Background: an optimization exercise with open tools, aiming at small area and a short achievable clock period. Do not read the settings as production practice.
Only simulation tests tie the RTL to the original design; equivalence was not proved.

== sierra ==
// Pipeline_1
module Pipeline_1(
input clk,rst,
input [7:0]a,b,c,d,
output [7:0]out
    );
  wire nd1 = ~d[0];
  wire nd2 = ~d[1];
  wire nd3 = ~d[2];
  wire nd4 = ~d[3];
  wire nd5 = ~d[4];
  wire nd6 = ~d[5];
  wire nd7 = ~d[6];
  wire nd8 = ~d[7];
  wire g9 = a[0] & b[0];
  wire g10 = a[1] & b[1];
  wire g11 = a[2] & b[2];
  wire g12 = a[3] & b[3];
  wire g13 = a[4] & b[4];
  wire g14 = a[5] & b[5];
  wire g15 = a[6] & b[6];
  wire g16 = a[7] & b[7];
  wire x17 = a[0] ^ b[0];
  wire x18 = a[1] ^ b[1];
  wire x19 = a[2] ^ b[2];
  wire x20 = a[3] ^ b[3];
  wire x21 = a[4] ^ b[4];
  wire x22 = a[5] ^ b[5];
  wire x23 = a[6] ^ b[6];
  wire x24 = a[7] ^ b[7];
  wire G25 = g10 | (x18 & g9);
  wire P26 = x18 & x17;
  wire G27 = g12 | (x20 & g11);
  wire P28 = x20 & x19;
  wire G29 = g11 | (x19 & G25);
  wire P30 = x19 & P26;
  wire G31 = G27 | (P28 & G25);
  wire P32 = P28 & P26;
  wire G33 = g14 | (x22 & g13);
  wire P34 = x22 & x21;
  wire G35 = g16 | (x24 & g15);
  wire P36 = x24 & x23;
  wire G37 = g15 | (x23 & G33);
  wire P38 = x23 & P34;
  wire G39 = G35 | (P36 & G33);
  wire P40 = P36 & P34;
  wire G41 = g13 | (x21 & G31);
  wire P42 = x21 & P32;
  wire G43 = G33 | (P34 & G31);
  wire P44 = P34 & P32;
  wire G45 = G37 | (P38 & G31);
  wire P46 = P38 & P32;
  wire G47 = G39 | (P40 & G31);
  wire P48 = P40 & P32;
  wire s49 = x18 ^ g9;
  wire s50 = x19 ^ G25;
  wire s51 = x20 ^ G29;
  wire s52 = x21 ^ G31;
  ...
Settings: LEC_CHECK=0, ABC_AREA=1, CAP_MARGIN=20, CORE_MARGIN=2, CORE_UTILIZATION=60, CTS_BUF_LIST=sky130_fd_sc_hd__clkbuf_8, SLEW_MARGIN=20, SYNTH_HIERARCHICAL=1, SYNTH_MINIMUM_KEEP_SIZE=0; clock period 36.0 ns.
standard.sh (not shown) runs the stock make flow with config.mk's settings and CLKGATE_MAP_FILE= SYNTH_SCRIPT=/design/flow/synth_recipe.tcl, a recipe that flattens the netlist after the stock synthesis.
==> flow/flow/run.sh <==
#!/bin/bash
# Own flow: the standard layout (standard.sh: ORFS synthesis with the standard flow's
# synthesis script, floorplan, power grid, placement, CTS, routing) with three
# settings changed:
#  - ADDER_MAP_FILE is empty, so synthesis does not extract full/half adder
#    cells and ABC maps the (bit-level) arithmetic like any other logic; the
#    registers are the same as in the standard synthesis;
#  - the port buffers that global placement inserts are sky130_fd_sc_hd__buf_2;
#  - timing repair aims for a setup slack of 25 ns at the design's 36 ns clock.
# make's full output goes to standard.log here; ORFS keeps each step's own log
# under orfs/logs/.
set -euo pipefail
export ADDER_MAP_FILE=
export BUFFER_PORTS_ARGS="-buffer_cell sky130_fd_sc_hd__buf_2"
export SETUP_SLACK_MARGIN=25
bash standard.sh > standard.log 2>&1
Relative to sierra, the following input files were edited for maple:
Settings: CTS_BUF_LIST changed from sky130_fd_sc_hd__clkbuf_8 to sky130_fd_sc_hd__clkbuf_16.
==> flow/flow/run.sh <==
#!/bin/bash
# Own flow: the standard layout (standard.sh, unchanged synthesis, floorplan,
# power grid, placement, CTS and routing), except that the port buffers that
# global placement inserts are plain sky130_fd_sc_hd__buf_2 cells instead of the
# default delay-cell buffers. make's full output goes to standard.log here; ORFS
# also keeps each step's own log under orfs/logs/.
set -euo pipefail
export BUFFER_PORTS_ARGS="-buffer_cell sky130_fd_sc_hd__buf_2"
export SETUP_SLACK_MARGIN=25
bash standard.sh > standard.log 2>&1
## What came out
Taking sierra as the reference, in maple synthesis-to-layout area growth picked up an extra 1.4 points, slack of the critical path picked up an extra 0.017 ns, fraction of area in clock buffers and inverters neither gained nor lost much, clock skew lost 0.0053 ns. Relative to sierra, maple degrades hold slack.
Modified inputs, indigo compared to maple
Settings: PLACE_DENSITY now 0.85, previously not set; CORE_UTILIZATION now 75, was 60; CTS_BUF_LIST now sky130_fd_sc_hd__clkbuf_8, was sky130_fd_sc_hd__clkbuf_16.
-- flow/flow/run.sh --
<<< maple, line 8
export BUFFER_PORTS_ARGS="-buffer_cell sky130_fd_sc_hd__buf_2"
export SETUP_SLACK_MARGIN=25
bash standard.sh > standard.log 2>&1
>>> indigo, line 8
export BUFFER_PORTS_ARGS="-buffer_cell sky130_fd_sc_hd__buf_2"
export SETUP_SLACK_MARGIN=25.5
bash standard.sh > standard.log 2>&1
--- outcome ---
- Having completed the whole flow, indigo delivered a layout that passed the timing, design-rule and antenna checks.
- More vias were needed by indigo than by maple.
- Compared indigo vs maple, and critical path's largest stage delay is down in indigo.
- Taking maple as the reference, in indigo per-cell via count in the routed design shows an increase of 0.57, maximum frequency shows a reduction of 0.0049 GHz, met2 routed wirelength shows an increase of 30%.
The inputs of amber differ from those of indigo as listed below.
Settings: clearing PLACE_DENSITY, which used to be 0.85; swapping 75 for 65 in CORE_UTILIZATION.
-- flow/flow/run.sh --
<<< indigo, line 8
export BUFFER_PORTS_ARGS="-buffer_cell sky130_fd_sc_hd__buf_2"
export SETUP_SLACK_MARGIN=25.5
bash standard.sh > standard.log 2>&1
>>> amber, line 8
export BUFFER_PORTS_ARGS="-buffer_cell sky130_fd_sc_hd__buf_2"
export SETUP_SLACK_MARGIN=25
bash standard.sh > standard.log 2>&1
==> comparison <==
- The flow did not stop early for amber: all stages ran, and the layout cleared the timing, design-rule and antenna checks.
- amber: routed wire length is about 20% lower than what indigo reported.
- Summary of amber over indigo: die area increased by about 15% relative to the old numbers, die boundary width increased by about 7% relative to the old numbers, number of distinct library cell variants in the gate-level netlist after synthesis closely matched the old numbers, worst path setup slack after routing increased by 0.43 ns relative to the old numbers.
- Looking at slowest library cell on the worst path, the dfxtp_4 result is from indigo; the dfxtp_1 one comes from amber.
- As far as final cell count is concerned, indigo and amber perform about the same.
- As far as sequential cell count goes, amber and indigo are indistinguishable; the numbers are identical.
- Of indigo and amber, the run reporting the lower post-layout utilization of the core was amber.

Pipeline_1 again, from the RTL that the note above started with.
==> flow/config.mk <==
export PLATFORM = sky130hd
export DESIGN_NAME = Pipeline_1
export DESIGN_NICKNAME = Pipeline_1
export VERILOG_FILES = /design/flow/design.v
export SDC_FILE = /design/flow/constraint.sdc
export NUM_CORES = 4
export LEC_CHECK = 0
export ABC_AREA = 1
export CAP_MARGIN = 20
export CORE_MARGIN = 2
export CORE_UTILIZATION = 60
export CTS_BUF_LIST = sky130_fd_sc_hd__clkbuf_8
export SLEW_MARGIN = 20
export SYNTH_HIERARCHICAL = 1
export SYNTH_MINIMUM_KEEP_SIZE = 0
==> flow/constraint.sdc <==
create_clock -name core_clock -period 36.0 [get_ports {clk}]
set_input_delay 7.2000 -clock core_clock [delete_from_list [all_inputs] [get_ports {clk}]]
set_output_delay 7.2000 -clock core_clock [all_outputs]
set_load 0.01 [all_outputs]
==> flow/flow/run.sh <==
#!/bin/bash
# Own flow: the standard layout (standard.sh, unchanged synthesis, floorplan,
# power grid, placement, CTS and routing), except that the port buffers that
# global placement inserts are plain sky130_fd_sc_hd__buf_1 cells instead of the
# default delay-cell buffers. make's full output goes to standard.log here; ORFS
# also keeps each step's own log under orfs/logs/.
set -euo pipefail
export BUFFER_PORTS_ARGS="-buffer_cell sky130_fd_sc_hd__buf_1"
export SETUP_SLACK_MARGIN=25
bash standard.sh > standard.log 2>&1
Next try:
==> flow/flow/run.sh (replaced) <==
#!/bin/bash
# Own flow: the standard layout (standard.sh, unchanged synthesis, floorplan,
# power grid, placement, CTS and routing), except that the port buffers that
# global placement inserts are plain sky130_fd_sc_hd__buf_2 cells instead of the
# default delay-cell buffers. make's full output goes to standard.log here; ORFS
# also keeps each step's own log under orfs/logs/.
set -euo pipefail
export BUFFER_PORTS_ARGS="-buffer_cell sky130_fd_sc_hd__buf_2"
export SETUP_SLACK_MARGIN=26
bash standard.sh > standard.log 2>&1
The changed run went through all stages and came out clean; routed wire length climbs by about 20%; clock-buffer cell count is lower by 2; setup slack gains 0.11 ns; global-route usage increases by 0.32 points; first-iteration DRC count came out higher by 81%; final cell count came out higher by 3.6%; cell area rises by 12%; critical path depth is unchanged.
Next try:
==> flow/flow/run.sh (replaced) <==
#!/bin/bash
# Own flow: the standard layout (standard.sh: ORFS synthesis with the standard flow's
# synthesis script, floorplan, power grid, placement, CTS, routing) with three
# settings changed:
#  - ADDER_MAP_FILE is empty, so synthesis does not extract full/half adder
#    cells and ABC maps the (bit-level) arithmetic like any other logic; the
#    registers are the same as in the standard synthesis;
#  - the port buffers that global placement inserts are sky130_fd_sc_hd__buf_2;
#  - timing repair aims for a setup slack of 25.6 ns at the design's 36 ns clock.
# make's full output goes to standard.log here; ORFS keeps each step's own log
# under orfs/logs/.
set -euo pipefail
export ADDER_MAP_FILE=
export BUFFER_PORTS_ARGS="-buffer_cell sky130_fd_sc_hd__buf_2"
export SETUP_SLACK_MARGIN=25.6
bash standard.sh > standard.log 2>&1
The changed run ran to the end with no violations.
Routed wire length decreases by 7.0%.
Register-to-register slack gains 0.15 ns.
Next try:
==> flow/flow/run.sh (replaced) <==
#!/bin/bash
# Own flow: the standard layout (standard.sh, unchanged synthesis, floorplan,
# power grid, placement, CTS and routing), except that the port buffers that
# global placement inserts are plain sky130_fd_sc_hd__buf_2 cells instead of the
# default delay-cell buffers. make's full output goes to standard.log here; ORFS
# also keeps each step's own log under orfs/logs/.
set -euo pipefail
export BUFFER_PORTS_ARGS="-buffer_cell sky130_fd_sc_hd__buf_2"
export SETUP_SLACK_MARGIN=25.5
bash standard.sh > standard.log 2>&1
Maximum frequency hardly moves.
Worst hold slack is about the same.
Synthesized area is about the same.
Non-clock buffer count increases by 15.
Utilization increases by 0.84 points.
Cell area increases by 1.7%.
Wire length decreases by 3.4%.

-- what the ideal ports hide --
The flow's constraints put no driver on any port. The routed layouts listed below were extracted and timed again, unchanged, in two steps.
Step 1, drivers: a clkbuf_16 drives clk and a buf_2 each remaining input, both assumed.
Step 2 times the ports against the registers' clock, not the clock port: input delays grow and output delays shrink by t, the midpoint of the rising clock arrivals with the driver on.
Slacks: no drivers / after step 1 / after step 2; pairs: no drivers / after step 1.
run	t (ns)	slack for setup (ns)	worst setup path at the end	worst register clock-pin slew, ns
sierra	0.401	26.182 / 26.146 / 26.313	register to register	0.09 / 0.09
maple	0.376	26.199 / 26.160 / 26.344	register to register	0.06 / 0.06
indigo	0.409	25.701 / 25.701 / 25.701	register to register	0.09 / 0.09
amber	0.405	26.128 / 26.091 / 26.272	register to register	0.09 / 0.09
the first run of note 2	0.396	26.143 / 26.107 / 26.338	register to register	0.08 / 0.08
the second run of note 2	0.398	26.250 / 26.215 / 26.452	register to register	0.09 / 0.09
the third run of note 2	0.401	26.176 / 26.139 / 26.470	input to register	0.09 / 0.09
the fourth run of note 2	0.396	26.167 / 26.133 / 26.487	register to register	0.08 / 0.08
After both steps setup and hold are still met in every run listed.
